Context: an optimization exercise on an open-source flow, tuned for small area, a short achievable clock period and few clock cycles per item. The choices shown serve that exercise and are no tape-out recipe.
No functional check of the RTL was part of any run shown here.
Power and IR drop assume default switching activity.

==> flow/design.v (outline; a module is shown in full before it is edited, if it fits) <==
// module rsa_fa: 4 lines
// module rsa_han: 4 lines
// module rsa_or2: 1 lines
// module rsa_xor2: 1 lines
// module rsa_xnor2: 1 lines
// module rsa_nand2: 1 lines
// module rsa_nor2: 1 lines
// module rsa_inv: 1 lines
// module rsa_aoi21: 1 lines
// module rsa_oai21: 1 lines
// module rsa_qn: 4 lines
// module rsa_add: 1347 lines
// module Rsa256Core: 5133 lines
module Rsa256Core (
  input          i_clk,
  input          i_rst,
  input          i_start,
  input  [255:0] i_a,
  input  [255:0] i_d,
  input  [255:0] i_n,
  output [255:0] o_a_pow_d,
  output         o_finished
);
  // ...
==> flow/flow/run.sh <==
#!/bin/bash
# Own layout flow: the standard synthesis, then the standard ORFS layout steps with
# repair_timing aiming for extra setup slack (the clock and constraints are unchanged).
set -uo pipefail
KNOBS=$(cat flow/knobs.txt 2>/dev/null || echo "SETUP_SLACK_MARGIN=10")
[[ -f flow/env.sh ]] && source flow/env.sh
bash standard.sh synth > synth.log 2>&1 || { tail -50 synth.log; exit 1; }
bash standard.sh $KNOBS finish > layout.log 2>&1 || { tail -50 layout.log; exit 1; }
==> flow/flow/env.sh <==
export BUFFER_PORTS_ARGS="-buffer_cell sky130_fd_sc_hd__buf_4"
==> flow/flow/knobs.txt <==
SETUP_SLACK_MARGIN=11 SLEW_MARGIN=30
==> flow/standard.sh <==
#!/bin/bash
# synth_recipe.tcl (not shown) runs the flow's synth.tcl, then flattens the netlist and writes it again
# the make line also repeats each setting of config.mk as NAME=value (left out here)
make -C /OpenROAD-flow-scripts/flow DESIGN_CONFIG=/design/flow/config.mk WORK_HOME=/design/flow/orfs CLKGATE_MAP_FILE= SYNTH_SCRIPT=/design/flow/synth_recipe.tcl "${@:-finish}"
==> flow/config.mk <==
export PLATFORM = sky130hd
export DESIGN_NAME = Rsa256Core
export DESIGN_NICKNAME = Rsa256Core
export VERILOG_FILES = /design/flow/design.v
export SDC_FILE = /design/flow/constraint.sdc
export NUM_CORES = 8
export LEC_CHECK = 0
export CAP_MARGIN = 20
export CORE_MARGIN = 2
export CORE_UTILIZATION = 40
export SETUP_SLACK_MARGIN = 0.5
export SLEW_MARGIN = 20
export SYNTH_HIERARCHICAL = 1
==> flow/constraint.sdc <==
create_clock -name core_clock -period 16.0 [get_ports {i_clk}]
set_input_delay 3.2000 -clock core_clock [delete_from_list [all_inputs] [get_ports {i_clk}]]
set_output_delay 3.2000 -clock core_clock [all_outputs]
set_load 0.01 [all_outputs]
==> flow_summary.yaml, run 1 <==
run_status:
  status: "timing/DRC/antenna clean"
timing:
  final_critical_path_time_including_i_o_delays_and_setup_ns: 6.24
  max_slew_margin: 0.152
  timing.final.hold_violations: 0
final_layout:
  layout-drive-gt1-share: 0.179
  nNetsFinal: 24413
  reg_top3: "Cn x281, Sn x281"
  layout.comb_gates.multi_input: 15151
  final_common_cell: "nand2_1"
synthesis:
  post_synth_instance_area_mm2: 0.196
  synthAdderAreaFrac: 0.487
  yosys.area_share.simple: 0.124
  synth-compound-area-share: 0.0916
clock_tree:
  cts.sink_count: 1539
  clock_path_buffers: 4
global_routing:
  first_global_vias: 165478
  groute.layer.met3.usage: 0.127
  antenna_found_initial: 138
detailed_routing:
  wl_met2_um: 389000
  vias: 158968
  drtPass1Iterations: 8
worst_setup_path:
  timing.critical_path.arrival_ns: 6.94
  rr_startpoint: "lown[15]"
power:
  power_mw: 9.29
  powerSeq_mw: 3.93
floorplanning:
  tap-cell-count: 6475
run:
  max_cap_viol_count: 0
place:
  port_buffers: 1027
==> module rsa_qn, before the edit <==
module rsa_qn (input [15:0] sn, input [15:0] cn, input cinn, input [7:0] db, output [7:0] q);
  wire [15:0] u = ~sn + ~cn + {15'd0, ~cinn} + {db, 8'd0};
  assign q = u[15:8];
endmodule
==> inputs of run 2 (changes only) <==
--- a/flow/design.v
+++ b/flow/design.v
@@ -9,18 +9,19 @@
 module rsa_or2 (input a, input b, output y); assign y = a | b; endmodule
 module rsa_xor2 (input a, input b, output y); assign y = a ^ b; endmodule
 module rsa_xnor2 (input a, input b, output y); assign y = ~(a ^ b); endmodule
 module rsa_nand2 (input a, input b, output y); assign y = ~(a & b); endmodule
 module rsa_nor2 (input a, input b, output y); assign y = ~(a | b); endmodule
 module rsa_inv (input a, output y); assign y = ~a; endmodule
 module rsa_aoi21 (input a, input b, input c, output y); assign y = ~((a & b) | c); endmodule
 module rsa_oai21 (input a, input b, input c, output y); assign y = ~((a | b) & c); endmodule
-module rsa_qn (input [15:0] sn, input [15:0] cn, input cinn, input [7:0] db, output [7:0] q);
-  wire [15:0] u = ~sn + ~cn + {15'd0, ~cinn} + {db, 8'd0};
+module rsa_qn (input [15:0] sn, input [15:0] cn, input cinn, input [7:0] dbsn, input [7:0] dbcn,
+              output [7:0] q);
+  wire [15:0] u = ~sn + ~cn + {15'd0, ~cinn} + {~dbsn, 8'd0} + {~dbcn, 8'd0};
   assign q = u[15:8];
 endmodule
 module rsa_add (input [272:0] x, input [272:0] y, input ci, output [272:0] s);
   wire [272:0] p0 = x ^ y, g0 = x & y;
   wire g0_1 = g0[0] | (p0[0] & ci);
   wire g0_3 = g0[2] | (p0[2] & g0[1]);
   wire p0_3 = p0[2] & p0[1];
   wire g0_5 = g0[4] | (p0[4] & g0[3]);
@@ -1360,16 +1361,92 @@
   rsa_xnor2 ux266 (.a(p0[266]), .b(g15_266), .y(s[266]));
   rsa_xnor2 ux267 (.a(p0[267]), .b(g13_267), .y(s[267]));
   rsa_xnor2 ux268 (.a(p0[268]), .b(g15_268), .y(s[268]));
   rsa_xnor2 ux269 (.a(p0[269]), .b(g14_269), .y(s[269]));
   rsa_xnor2 ux270 (.a(p0[270]), .b(g15_270), .y(s[270]));
   rsa_xnor2 ux271 (.a(p0[271]), .b(g11_271), .y(s[271]));
   rsa_xnor2 ux272 (.a(p0[272]), .b(g15_272), .y(s[272]));
 endmodule
+module rsa_mulcs (input [7:0] a, input [7:0] b, output [7:0] sn, output [7:0] cn);
+  wire [63:0] ppn;
+  assign ppn[0] = ~(a[0] & b[0]);
+  assign ppn[1] = ~(a[0] & b[1]);
+  assign ppn[2] = ~(a[0] & b[2]);
+  assign ppn[3] = ~(a[0] & b[3]);
+  assign ppn[4] = ~(a[0] & b[4]);
+  assign ppn[5] = ~(a[0] & b[5]);
+  assign ppn[6] = ~(a[0] & b[6]);
+  assign ppn[7] = ~(a[0] & b[7]);
+  assign ppn[8] = ~(a[1] & b[0]);
+  assign ppn[9] = ~(a[1] & b[1]);
+  assign ppn[10] = ~(a[1] & b[2]);
+  assign ppn[11] = ~(a[1] & b[3]);
+  assign ppn[12] = ~(a[1] & b[4]);
+  assign ppn[13] = ~(a[1] & b[5]);
+  assign ppn[14] = ~(a[1] & b[6]);
+  assign ppn[16] = ~(a[2] & b[0]);
+  assign ppn[17] = ~(a[2] & b[1]);
+  assign ppn[18] = ~(a[2] & b[2]);
+  assign ppn[19] = ~(a[2] & b[3]);
+  assign ppn[20] = ~(a[2] & b[4]);
+  assign ppn[21] = ~(a[2] & b[5]);
+  assign ppn[24] = ~(a[3] & b[0]);
+  assign ppn[25] = ~(a[3] & b[1]);
+  assign ppn[26] = ~(a[3] & b[2]);
+  assign ppn[27] = ~(a[3] & b[3]);
+  assign ppn[28] = ~(a[3] & b[4]);
+  assign ppn[32] = ~(a[4] & b[0]);
+  assign ppn[33] = ~(a[4] & b[1]);
+  assign ppn[34] = ~(a[4] & b[2]);
+  assign ppn[35] = ~(a[4] & b[3]);
+  assign ppn[40] = ~(a[5] & b[0]);
+  assign ppn[41] = ~(a[5] & b[1]);
+  assign ppn[42] = ~(a[5] & b[2]);
+  assign ppn[48] = ~(a[6] & b[0]);
+  assign ppn[49] = ~(a[6] & b[1]);
+  assign ppn[56] = ~(a[7] & b[0]);
+  wire ms4349, mc4349; rsa_fa u_mf4349 (.a(ppn[6]), .b(ppn[13]), .c(ppn[20]), .s(ms4349), .y(mc4349));
+  wire ms4350, mc4350; rsa_fa u_mf4350 (.a(ppn[7]), .b(ppn[14]), .c(ppn[21]), .s(ms4350), .y(mc4350));
+  wire ms4351, mc4351; rsa_fa u_mf4351 (.a(ppn[28]), .b(ppn[35]), .c(ppn[42]), .s(ms4351), .y(mc4351));
+  wire ms4352, mc4352; rsa_fa u_mf4352 (.a(ppn[4]), .b(ppn[11]), .c(ppn[18]), .s(ms4352), .y(mc4352));
+  wire ms4353, mc4353; rsa_fa u_mf4353 (.a(ppn[5]), .b(ppn[12]), .c(ppn[19]), .s(ms4353), .y(mc4353));
+  wire ms4354, mc4354; rsa_fa u_mf4354 (.a(ppn[26]), .b(ppn[33]), .c(ppn[40]), .s(ms4354), .y(mc4354));
+  wire ms4355, mc4355; rsa_fa u_mf4355 (.a(ppn[27]), .b(ppn[34]), .c(ppn[41]), .s(ms4355), .y(mc4355));
+  wire mhs21, mhc21; rsa_han u_mh21 (.a(ppn[48]), .b(ms4349), .s(mhs21), .y(mhc21));
+  wire ms4356, mc4356; rsa_fa u_mf4356 (.a(ppn[49]), .b(ppn[56]), .c(mc4349), .s(ms4356), .y(mc4356));
+  wire mhs22, mhc22; rsa_han u_mh22 (.a(ms4350), .b(ms4351), .s(mhs22), .y(mhc22));
+  wire ms4357, mc4357; rsa_fa u_mf4357 (.a(ppn[3]), .b(ppn[10]), .c(ppn[17]), .s(ms4357), .y(mc4357));
+  wire ms4358, mc4358; rsa_fa u_mf4358 (.a(ppn[25]), .b(ppn[32]), .c(ms4352), .s(ms4358), .y(mc4358));
+  wire ms4359, mc4359; rsa_fa u_mf4359 (.a(mc4352), .b(ms4353), .c(ms4354), .s(ms4359), .y(mc4359));
+  wire ms4360, mc4360; rsa_fa u_mf4360 (.a(mc4353), .b(mc4354), .c(ms4355), .s(ms4360), .y(mc4360));
+  wire ms4361, mc4361; rsa_fa u_mf4361 (.a(mc4355), .b(mhc21), .c(ms4356), .s(ms4361), .y(mc4361));
+  wire ms4362, mc4362; rsa_fa u_mf4362 (.a(ppn[2]), .b(ppn[9]), .c(ppn[16]), .s(ms4362), .y(mc4362));
+  wire mhs23, mhc23; rsa_han u_mh23 (.a(ppn[24]), .b(ms4357), .s(mhs23), .y(mhc23));
+  wire mhs24, mhc24; rsa_han u_mh24 (.a(mc4357), .b(ms4358), .s(mhs24), .y(mhc24));
+  wire mhs25, mhc25; rsa_han u_mh25 (.a(mc4358), .b(ms4359), .s(mhs25), .y(mhc25));
+  wire ms4363, mc4363; rsa_fa u_mf4363 (.a(mhs21), .b(mc4359), .c(ms4360), .s(ms4363), .y(mc4363));
+  wire ms4364, mc4364; rsa_fa u_mf4364 (.a(mhs22), .b(mc4360), .c(ms4361), .s(ms4364), .y(mc4364));
+  assign sn[0] = ppn[0];
+  assign cn[0] = 1'b1;
+  assign sn[1] = ppn[1];
+  assign cn[1] = ppn[8];
+  assign sn[2] = ms4362;
+  assign cn[2] = 1'b1;
+  assign sn[3] = mc4362;
+  assign cn[3] = mhs23;
+  assign sn[4] = mhc23;
+  assign cn[4] = mhs24;
+  assign sn[5] = mhc24;
+  assign cn[5] = mhs25;
+  assign sn[6] = mhc25;
+  assign cn[6] = ms4363;
+  assign sn[7] = mc4363;
+  assign cn[7] = ms4364;
+endmodule
 module Rsa256Core (
   input          i_clk,
   input          i_rst,
   input          i_start,
   input  [255:0] i_a,
   input  [255:0] i_d,
   input  [255:0] i_n,
   output [255:0] o_a_pow_d,
@@ -1382,40 +1459,42 @@
   reg  [1:0]  op;           
   reg         first;        
   reg  [8:0]  cnt;
   reg         last;         
   reg  [7:0]  idx;          
   reg         scan_ph;
   reg  [15:0] d_l1;
   reg  [281:0] Sn, Cn;     
-  reg  [15:0] lown;      
+  reg         cinn;           
   reg  [272:0] B;          
   reg  [272:0] A;          
   reg  [271:0] NT;        
   reg  [7:0]  q;          
   reg  [7:0]  dig, dign, dnx;   
   reg  [6:0]  didx;           
-  reg  [7:0]  dB;         
+  reg  [7:0]  dBsn, dBcn;   
   reg         sgn;            
   reg  [15:0] F;         
   reg  [15:0] nu;             
+  reg  [15:0] nlo;            
   reg  [15:0] npr;            
   assign o_a_pow_d = B[256:1];
   assign o_finished = fin_r;
   wire dbit = d_l1[idx[3:0]];
-  wire cinn = &lown;
   function automatic [7:0] mulk(input [7:0] x, input [7:0] y);
     mulk = x * y;
   endfunction
   wire cci = F[15] | ~cinn;
   wire [272:0] P;
   rsa_add u_add (.x(Sn[272:0]), .y(Cn[272:0]), .ci(~cci), .s(P));
   wire [7:0] qnext;
-  rsa_qn u_qn (.sn(Sn[15:0]), .cn(Cn[15:0]), .cinn(cinn), .db(dB), .q(qnext));
+  rsa_qn u_qn (.sn(Sn[15:0]), .cn(Cn[15:0]), .cinn(cinn), .dbsn(dBsn), .dbcn(dBcn), .q(qnext));
+  wire [7:0] mmsn, mmcn, m0sn, m0cn;
+  rsa_mulcs u_mm (.a(dign), .b(B[7:0]), .sn(mmsn), .cn(mmcn));
   wire [271:0] qqn0 = ~(NT & {272{q[0]}});
   wire [272:0] ppn0 = ~(B & {273{dig[0]}});
   wire [271:0] qqn1 = ~(NT & {272{q[1]}});
   wire [272:0] ppn1 = ~(B & {273{dig[1]}});
   wire [271:0] qqn2 = ~(NT & {272{q[2]}});
   wire [272:0] ppn2 = ~(B & {273{dig[2]}});
   wire [271:0] qqn3 = ~(NT & {272{q[3]}});
   wire [272:0] ppn3 = ~(B & {273{dig[3]}});
@@ -6373,21 +6452,25 @@
   assign Vsn[286] = thc18;
   assign Vcn[286] = ths19;
   assign Vsn[287] = thc19;
   assign Vcn[287] = ths20;
   assign Vsn[288] = thc20;
   assign Vcn[288] = 1'b1;
   assign Vsn[289] = 1'b1;
   assign Vcn[289] = 1'b1;
-  wire [311:0] xsrc = (op == OP_SQ) ? {39'd0, B} : (op == OP_MUL) ? {39'd0, A} : {311'd0, 1'b1};
-  wire [7:0] dfetch = xsrc[didx * 8 +: 8];
+  wire [311:0] xsb = {39'd0, B};
+  wire [311:0] xsa = {39'd0, A};
+  wire [7:0] dfb = xsb[didx * 8 +: 8];
+  wire [7:0] dfa = xsa[didx * 8 +: 8];
+  wire [7:0] dfetch = (op == OP_SQ) ? dfb : (op == OP_MUL) ? dfa : 8'd0;
   wire [23:0] lowP = ~Sn[23:0] + ~Cn[23:0] + {23'd0, ~cinn};
   wire [23:0] bnew = first ? B[23:0] : lowP;
   wire [23:0] dfirst = (op == OP_SQ) ? bnew : (op == OP_MUL) ? A[23:0] : 24'd1;
+  rsa_mulcs u_m0 (.a(dfirst[7:0]), .b(bnew[7:0]), .sn(m0sn), .cn(m0cn));
   wire mont_last = st_mont && (cnt == 35);
   wire scan_done = st_scan && scan_ph && (dbit || idx == 8'd0);
   wire d_zero = st_scan && scan_ph && !dbit && idx == 8'd0;
   wire nt_first = ph_nt && (cnt == 0);
   wire nmbit = npr[15];
   wire [281:0] nz = {26'd0, i_n};
   wire [281:0] n2 = {25'd0, i_n, 1'b0};
   wire [281:0] creg = (nz ^ {282{~sgn}}) | {281'd0, 1'b1};
@@ -6419,29 +6502,30 @@
       A <= {17'd0, i_a};
       sgn <= 1'b0;
       cnt <= 0;
       last <= 1'b0;
       idx <= 8'd255;
       scan_ph <= 1'b0;
       F <= 0;
       nu <= i_n[16:1];
+      nlo <= i_n[15:0];
       npr <= 16'h8000;
     end
     if (st_ca) begin
       sgn <= P[272];
       if (!ph_nt) A <= P;
       if (ph_nt) NT <= P[271:0];
       if (ph_fr) F <= F << 1;
       cnt <= last ? 0 : cnt + 1'b1;
       last <= ph_in ? (cnt == 278) : ph_nt ? (cnt == 14) : (cnt == 15);
       if (last && !ph_nt) B <= P;
       if (ph_in && cnt < 15) begin
         npr <= {~nu[0], npr[15:1]};
-        nu <= ({1'b0, nu} + (nu[0] ? 17'd0 : {1'b0, i_n[15:0]})) >> 1;
+        nu <= ({1'b0, nu} + (nu[0] ? 17'd0 : {1'b0, nlo})) >> 1;
       end
       if (ph_nt) npr <= npr << 1;
     end
     if (st_scan) begin
       scan_ph <= ~scan_ph;
       first <= 1'b1;
       if (scan_ph) begin
         if (dbit) op <= (idx == 8'd0) ? OP_OUT : OP_SQ;
@@ -6452,32 +6536,34 @@
     if (st_setup) begin
       cnt <= 0;
       first <= 1'b0;
       if (!first) B <= P;
       dig <= dfirst[7:0];
       dign <= dfirst[15:8];
       dnx <= dfirst[23:16];
       didx <= 7'd3;
-      dB <= mulk(dfirst[7:0], bnew[7:0]);
+      dBsn <= m0sn;
+      dBcn <= m0cn;
       q <= 0;
       if (op == OP_DONE) begin
         A <= P >> 16;
         F <= P[15:0];
         sgn <= 1'b0;
         last <= 1'b0;
       end
     end
     if (st_mont) begin
       cnt <= cnt + 1'b1;
       dig <= dign;
       dign <= dnx;
       dnx <= dfetch;
       didx <= didx + 7'd1;
-      dB <= mulk(dign, B[7:0]);
+      dBsn <= mmsn;
+      dBcn <= mmcn;
       q <= qnext;
       if (cnt == 35) begin
         case (op)
           OP_SQ: if (dbit) op <= OP_MUL;
                  else if (idx == 8'd0) op <= OP_OUT;
                  else begin op <= OP_SQ; idx <= idx - 8'd1; end
           OP_MUL: if (idx == 8'd0) op <= OP_OUT;
                   else begin op <= OP_SQ; idx <= idx - 8'd1; end
@@ -6485,16 +6571,16 @@
         endcase
       end
     end
   end
   always @(posedge i_clk) begin
     if (st_mont) begin
       Sn <= Vsn[289:8];
       Cn <= Vcn[289:8];
-      lown <= {Vsn[7:0], Vcn[7:0]};
+      cinn <= &{Vsn[7:0], Vcn[7:0]};
     end else begin
       Sn <= st_cl ? ~sconv : {282{1'b1}};
       Cn <= st_cl ? ~cconv : {282{1'b1}};
-      lown <= {{15{1'b1}}, ~d_zero};
+      cinn <= ~d_zero;
     end
   end
 endmodule
==> flow_summary.yaml, run 2 <==
run_status:
  status: "timing/DRC/antenna clean"
global_routing:
  antenna_found_initial: 96
  maximum_number_of_pins_on_one_net_before_global_route_repair: 202
  grt.total_usage: 0.348
  use_met2: 0.515
  first_global_vias: 161869
  grtUsageMet1: 0.440
  global_route_wire_length_before_repair_um: 1240000
  top_usage_layer: "met2"
  groute.layer.met3.usage: 0.138
  globalRoute.totalOverflow: 0
final_layout:
  finish.cell_count_without_fillers: 25063
  final_common_cell: "nand2_1"
  layout-drive-gt1-share: 0.140
  area_delta_synth_final_pct: 9.86
  fillerInstances: 46232
  reg_top3: "Cn x281, Sn x281"
  final_cell_mix: "nand2_1 (5,123), fa_1 (4,398), buf_4 (1,186)"
  final_cell_area_mm2: 0.216
  nNetsFinal: 24137
worst_setup_path:
  timing.critical_path.arrival_ns: 5.89
  cp_required_ns: 16.83
  criticalPathCategory: "reg -> reg"
  ff2ff_setup_slack_ns: 10.94
  setup.worst_path.start_class: "flop"
  endpoint_kind: "flop"
  critical_path_maximum_fanout: 8
detailed_routing:
  drt.antenna.violating_nets: 0
  wire_per_inst_um: 35.3
  postRouteWirelength_um: 885000
  vias: 155863
  drtIter0Drc: 19078
  drtPass1Iterations: 7
  via_per_inst: 6.22
  post-route-drc-count: 0
place:
  place_ws_ns: 9.52
  place_hpwl_um: 653000
  gpl_congestion: 0.985
  post-place-cells: 24585
  port_buffers: 1027
  placedInstanceArea_mm2: 0.206
power:
  power.density_cell_area_mw_per_mm2: 82.8
  power_mw: 17.9
  cellLeakagePower_nw: 51.0
  peakVddDrop_mv: 0.0817
clock_tree:
  clock_path_buffers: 4
  clockRootBuffer: "clkbuf_16"
  tritoncts: "yes"
  tritoncts.num_buffers: 198
  clk_pin_slew_worst_paths_ns: 0.06
  clock_insertion_delay_worst_skew_ns: 0.98
  htree_num_levels: 4
  cts.sink_count: 1548
  postCtsHoldBufs: 0
timing:
  rsz0062_at_grt: "true"
  layout_worst_path_cycle_share: 0.316
  actual_slew_at_the_worst_max_slew_pin_ns: 1.17
  fmax_mhz: 198
  fin_ws_ns: 10.94
  timing.final.hold_violations: 0
  final_critical_path_time_including_i_o_delays_and_setup_ns: 5.06
  max_slew_margin: 0.215
  drv_slew: 0
  setup_violations: 0
  fin_tns_setup_ns: 0
  final.setup_skew_ns: 0.110
synthesis:
  avgSynthCellArea_um2: 10.5
  post_synth_instance_area_mm2: 0.196
  synth_warnings: 7
  synthesis.instances: 18794
floorplanning:
  design.die.area_mm2: 0.497
  row_count: 257
  core_region_area_mm2: 0.489
  initial_cell_density_of_the_core: 0.401
  die_h_um: 705
  dieWidth_um: 705
  io_pins: 1028
run:
  max_cap_viol_count: 0
worst_hold_path:
  worst_min_delay_path_category: "reg -> reg"
## run 2: through the flow
step	hold slack (ns)	util
5_1_grt	0.492	0.441
4_1_cts	0.466	0.439
2_1_floorplan	0.388	-
6_report	0.471	0.441
3_5_place_dp	0.456	0.421
3_3_place_gp	0.451	0.421
## run 2: final cells by class
cell class              count  area [um^2]  area share
diodes                     45          113    0.000522
well taps                6475         8100      0.0375
repair buffers           1298        11200      0.0521
clock inverters           101          987     0.00458
clock buffers             269         5700      0.0264
inverters                 174          676     0.00313
flip-flops and latches   1548        35200       0.163
multi-input cells       15153       154000       0.713
## run 2: where the power goes
group          leakage [nW]  internal, mW  switching, mW
sequential             13.3          4.60           1.07
clock                  3.27          2.70           2.10
combinational          34.4          2.97           4.41
total                  51.0          10.3           7.58
## run 2: timing repair
item	CTS	global route
pin swaps	4	9
setup buffers	22	15
cloned	10	9
resized for setup	512	84
endpoints found under the setup margin	1269	684
## run 2: final timing paths
path	cells after the start	end	start
max in group asynchronous	2	st_mont	i_rst
min	2	F[0]	F[0]
min in group asynchronous	2	st_cl	i_rst
max reg2reg	18	sgn	Cn[29]
min reg2reg	2	F[0]	F[0]
max	18	sgn	Cn[29]
## run 2: worst max-delay path, cell delays in order (launching register included)
cell,delay [ns]
dfxtp_1,0.39
ha_1,0.41
nand4_1,0.22
nor2_2,0.25
nand3_1,0.22
a31oi_4,0.38
o2111ai_4,0.19
buf_12,0.18
a21oi_4,0.55
buf_12,0.19
o2111ai_4,0.17
nand3_4,0.19
buf_12,0.16
a21oi_4,0.13
o41ai_4,0.46
a31o_1,0.31
xnor2_4,0.19
a22oi_1,0.23
nor2_1,0.05
## run 2: per-layer routing
layer  up-vias  share of wire  wire (um)
li1      60548              -          -
met1     82270           0.37     325000
met2     10673           0.43     381000
met3      2306           0.14     120000
met4        66          0.066      58000
met5         -        0.00064        568
==> inputs of run 3 (changes only) <==
==> flow/flow/knobs.txt (replaced) <==
SETUP_SLACK_MARGIN=11.5 SLEW_MARGIN=40
==> flow_summary.yaml, run 3 <==
run_status:
  status: "timing/DRC/antenna clean"
clock_tree:
  cts.sink_count: 1548
  clock_insertion_delay_worst_skew_ns: 1.06
  clk_pin_slew_worst_paths_ns: 0.06
  clockRootBuffer: "clkbuf_16"
  htree_num_levels: 4
  postCtsHoldBufs: 0
  clock_path_buffers: 4
  tritoncts: "yes"
  tritoncts.num_buffers: 198
detailed_routing:
  drtIter0Drc: 23682
  vias: 167054
  drt.antenna.violating_nets: 0
  post-route-drc-count: 0
  wire_per_inst_um: 39.4
  via_per_inst: 6.45
  drtPass1Iterations: 8
  postRouteWirelength_um: 1020000
global_routing:
  global_route_wire_length_before_repair_um: 1350000
  first_global_vias: 167309
  antenna_found_initial: 184
  globalRoute.totalOverflow: 0
  grt.total_usage: 0.387
  maximum_number_of_pins_on_one_net_before_global_route_repair: 137
floorplanning:
  dieWidth_um: 705
  row_count: 257
  design.die.area_mm2: 0.497
  core_region_area_mm2: 0.489
  io_pins: 1028
  initial_cell_density_of_the_core: 0.401
  die_h_um: 705
synthesis:
  post_synth_instance_area_mm2: 0.196
  avgSynthCellArea_um2: 10.5
  synthesis.instances: 18794
  synth_warnings: 7
place:
  placedInstanceArea_mm2: 0.207
  place_hpwl_um: 658000
  gpl_congestion: 1.01
  port_buffers: 1027
timing:
  fin_tns_setup_ns: 0
  final_critical_path_time_including_i_o_delays_and_setup_ns: 4.93
  final.setup_skew_ns: 0.134
  fmax_mhz: 203
  setup_violations: 0
  max_slew_margin: 0.217
  timing.final.hold_violations: 0
  layout_worst_path_cycle_share: 0.308
  worst_hold_slack_ns: 0.466
  actual_slew_at_the_worst_max_slew_pin_ns: 1.17
  rsz0062_at_grt: "true"
  drv_slew: 0
final_layout:
  final_common_cell: "nand2_1"
  fillerInstances: 44222
  layout-drive-gt1-share: 0.240
  nNetsFinal: 24916
  final_cell_mix: "nand2_1 (5,004), fa_1 (3,509), buf_4 (1,292)"
  reg_top3: "Cn x281, Sn x281"
  area_delta_synth_final_pct: 19.3
  final_cell_area_mm2: 0.234
worst_setup_path:
  critPathBufInv: 1
  endpoint_kind: "output pin"
  cp_cell_sequence: "buf_6"
  critical_path_maximum_fanout: 1
  criticalPathCategory: "reg -> out"
  crit_slowest_cell: "dfrtp_2"
  max_stage_delay_ns: 0.51
  setup.worst_path.start_class: "flop"
  timing.critical_path.arrival_ns: 1.73
  critical_path.top_delay_family: "flip-flops"
  cp_required_ns: 12.80
power:
  peakVddDrop_mv: 0.104
  power_mw: 18.7
  cellLeakagePower_nw: 59.5
  power.density_cell_area_mw_per_mm2: 79.7
worst_hold_path:
  worst_min_delay_path_category: "reg -> reg"
run:
  max_cap_viol_count: 0
[run 3: cell count changes in the layout (fill, tap and decap cells not counted), sizes merged, moves of 5 or more]
| cell | before | now |
|---|---|---|
| bufbuf | 7 | 19 |
| inv | 201 | 186 |
| clkinv | 51 | 63 |
| clkinvlp | 12 | 17 |
| clkbuf | 281 | 358 |
| diode | 45 | 85 |
| buf | 1279 | 1962 |
[run 3: worst paths after layout]
check,end,depth (start not counted),slack [ns],start
worst max-delay path,o_finished,1,11.07,fin_r
worst min-delay path,F[0],2,0.47,F[0]
worst max register to register,Cn[196],15,11.35,q[1]
worst min register to register,F[0],2,0.47,F[0]
max in group asynchronous,ph_nt,2,13.28,i_rst
min in group asynchronous,fin_r,2,2.19,i_rst
[run 3: area by class of cell]
type                       count  area, um^2  area share
sequential                  1548       35600       0.152
antenna                       85         213    0.000908
multi-input combinational  15153      158000       0.675
inverter                     174         678     0.00289
tap                         6475        8100      0.0346
clock inverter               107        1140     0.00487
clock buffer                 262        5650      0.0241
timing repair buffer        2077       24700       0.105
[run 3: per-stage QoR]
stage / cells / utilization / setup slack, ns
6_report: 25881 / 0.479 / 11.07
5_1_grt: 25821 / 0.478 / 11.10
4_1_cts: 25451 / 0.459 / 11.06
3_5_place_dp: 24588 / 0.423 / 9.59
3_3_place_gp: 24564 / 0.420 / 9.49
2_1_floorplan: 18796 / - / 11.50
[run 3: routing by layer]
metal,global-route usage,vias up,wire length (um),share of wire
met4,0.309,128,107000,0.11
li1,-,62322,-,-
met5,0.00817,-,1000,0.00098
met1,0.462,85854,341000,0.33
met2,0.535,14790,408000,0.40
met3,0.176,3960,163000,0.16
[run 3: power breakdown]
part	internal, mW	switching, mW
sequential	4.59	0.970
clock	2.75	2.16
combinational	3.33	4.86
total	10.7	8.00
[run 3: worst register-to-register path, delay by kind of cell (launching register included)]
kind | cells | cell delay, ns
simple gates | 1 | 0.07
fa+ha+maj | 6 | 2.78
compound gates | 1 | 0.13
flops | 1 | 0.44
buf+inv | 7 | 1.13
[run 3: repair_timing]
action / in CTS / in global routing
cloned: 118 / 102
buffers inserted: 376 / 237
resized for setup: 1364 / 1297
hold endpoints to repair: 0 / 0
setup endpoints to repair: 1455 / 1136
pin swaps: 134 / 786
==> inputs of run 4 (changes only) <==
==> flow/flow/knobs.txt (replaced) <==
SETUP_SLACK_MARGIN=11.25 SLEW_MARGIN=40
==> flow_summary.yaml, run 4 <==
worst_setup_path:
  setup.worst_path.start_class: "flop"
  crit-reg2reg-capture: "B[269]"
  rr_startpoint: "Cn[52]"
  endpoint_kind: "flop"
  cp_required_ns: 16.86
  criticalPathCategory: "reg -> reg"
  reg2regPathDepth: 18
  ff2ff_setup_slack_ns: 11.17
  critical_path_maximum_fanout: 9
  timing.critical_path.arrival_ns: 5.69
global_routing:
  top_usage_layer: "met2"
  use_met2: 0.529
  globalRoute.totalOverflow: 0
  grt.total_usage: 0.367
  grtUsageMet1: 0.450
  groute.layer.met3.usage: 0.164
  global_route_wire_length_before_repair_um: 1290000
  first_global_vias: 164310
  antenna_found_initial: 132
  maximum_number_of_pins_on_one_net_before_global_route_repair: 184
timing:
  drv_slew: 0
  layout_worst_path_cycle_share: 0.302
  max_slew_margin: 0.311
  actual_slew_at_the_worst_max_slew_pin_ns: 1.03
  rsz0062_at_grt: "true"
  fmax_mhz: 207
  timing.final.hold_violations: 0
  final_critical_path_time_including_i_o_delays_and_setup_ns: 4.83
  final.setup_skew_ns: 0.0928
  setup_violations: 0
  fin_tns_setup_ns: 0
power:
  pwr-share-comb: 0.429
  cellLeakagePower_nw: 54.2
  internal_power_mw: 10.4
  power.share.clock: 0.267
  switchingPower_mw: 7.74
  peakVddDrop_mv: 0.0966
  power.switching_fraction: 0.426
  sequentialPowerShare: 0.304
  power.density_cell_area_mw_per_mm2: 81.7
  power_mw: 18.2
clock_tree:
  tritoncts: "yes"
  tritoncts.num_buffers: 197
  cts.sink_count: 1548
  htree_num_levels: 4
  clk_pin_slew_worst_paths_ns: 0.06
  clockRootBuffer: "clkbuf_16"
  clock_path_buffers: 4
  clock_insertion_delay_worst_skew_ns: 0.98
synthesis:
  synthesis.instances: 18794
  synth_warnings: 7
  post_synth_instance_area_mm2: 0.196
  avgSynthCellArea_um2: 10.5
detailed_routing:
  vias: 160498
  postRouteWirelength_um: 944000
  drt.antenna.violating_nets: 0
  drtIter0Drc: 20880
  wire_per_inst_um: 37.1
  drtPass1Iterations: 6
  via_per_inst: 6.30
  post-route-drc-count: 0
place:
  port_buffers: 1027
  gpl_congestion: 0.985
  place_hpwl_um: 658000
floorplanning:
  row_count: 257
  dieWidth_um: 705
  io_pins: 1028
  core_region_area_mm2: 0.489
  initial_cell_density_of_the_core: 0.401
  design.die.area_mm2: 0.497
  die_h_um: 705
run_status:
  status: "timing/DRC/antenna clean"
worst_hold_path:
  timing.hold.worst_path_depth: 2
  min_delay_worst_endpoint: "npr[0]"
  hold_path_startpoint: "npr[0]"
  worst_min_delay_path_category: "reg -> reg"
final_layout:
  area_delta_synth_final_pct: 13.1
  final_common_cell: "nand2_1"
  reg_top3: "Cn x281, Sn x281"
  fillerInstances: 45752
  layout-drive-gt1-share: 0.163
  nNetsFinal: 24515
  final_cell_mix: "nand2_1 (5,122), fa_1 (4,398), buf_4 (1,366)"
run:
  max_cap_viol_count: 0
[run 4: through the flow]
step / util / std cells / hold slack (ns) / area (um^2) / setup WS [ns]
final: 0.454 / 25464 / 0.472 / 222000 / 11.17
after floorplan: - / 18796 / 0.388 / 196000 / 11.34
after detailed placement: 0.423 / 24604 / 0.455 / 207000 / 9.50
after global routing: 0.454 / 25410 / 0.489 / 222000 / 11.15
after global placement: 0.421 / 24579 / 0.451 / 206000 / 9.31
after CTS: 0.449 / 25321 / 0.465 / 220000 / 11.10
[run 4: metal layers]
| layer | wire length [um] | share of wire |
|---|---|---|
| met5 | 910 | 0.00096 |
| met4 | 71600 | 0.076 |
| met3 | 144000 | 0.15 |
| met2 | 396000 | 0.42 |
| met1 | 332000 | 0.35 |
[run 4: how the worst max path moves through the flow]
stage | start | end | slack (ns)
2_1_floorplan | cinn | dBcn[7] | 11.34
3_3_place_gp | dig[5] | Cn[115] | 9.31
3_5_place_dp | dig[1] | Cn[266] | 9.50
4_1_cts | fin_r | o_finished | 11.10
5_1_grt | fin_r | o_finished | 11.15
6_report | Cn[52] | B[269] | 11.17
[run 4: final cells by class]
| class | instances | area [um^2] | area share |
|---|---|---|---|
| Antenna cell | 69 | 173 | 0.000777 |
| Clock buffer | 280 | 5890 | 0.0265 |
| Clock inverter | 88 | 895 | 0.00403 |
| Inverter | 174 | 681 | 0.00306 |
| Multi-Input combinational cell | 15153 | 154000 | 0.695 |
| Sequential cell | 1548 | 35600 | 0.160 |
| Tap cell | 6475 | 8100 | 0.0365 |
| Timing Repair Buffer | 1677 | 16400 | 0.0739 |
[run 4: critical path: stages (launching register included)]
cell and delay, ns:
dfxtp_1 0.38, ha_1 0.39, nand4_1 0.23, nor4_4 0.32
buf_4 0.20, nand2_1 0.10, o2bb2ai_4 0.23, nor3_4 0.08
buf_12 0.16, a21oi_4 0.62, o2111ai_4 0.28, nand3_4 0.17
buf_12 0.16, a21oi_4 0.13, buf_4 0.17, o32ai_2 0.30
o31a_1 0.27, xnor2_4 0.17, mux2_2 0.30
[run 4: what timing repair did]
action	4_1_cts	5_1_grt
setup buffers	304	40
gates resized for setup	799	147
cloned	45	26
endpoints found under the hold margin	0	0
endpoints found under the setup margin	1376	779
pin swaps	13	29
hold buffers	0	0
[run 4: power groups by stage]
stage                     registers, mW  logic (mW)  clock network, mW
final                              5.53        7.79               4.85
after floorplan                    5.02        4.54                  0
after CTS                          5.46        7.46               4.84
after global placement             5.70        6.97                  0
after global routing               5.52        8.26               4.98
after detailed placement           5.70        7.08                  0

==> static timing again, ports no longer ideal <==
No port has a modelled driver above. Below, the same layouts with a new extraction and two added sets of constraints.
Step 1: set_driving_cell puts a clkbuf_16 on i_clk and a buf_2 on each other input, an assumption about the parent block.
Step 2 also shifts input and output timing later by t, the mid clock arrival at the registers, as if the neighbouring blocks saw the same clock.
Slacks: no drivers / after step 1 / after step 2; pairs: no drivers / after step 1.
run	t (ns)	setup WS [ns]	worst slew at a driven data input, ns
run 1	1.089	9.759 / 9.759 / 9.759	0.51
run 2	1.040	10.941 / 10.855 / 10.941	0.39
run 3	1.108	11.066 / 10.955 / 11.006	0.48
run 4	1.048	11.171 / 11.060 / 11.153	0.42
After both steps setup and hold are still met in every run listed. The setup slack of run 3, which loses most, moves by -0.111 ns with the drivers and by -0.060 ns with both steps.
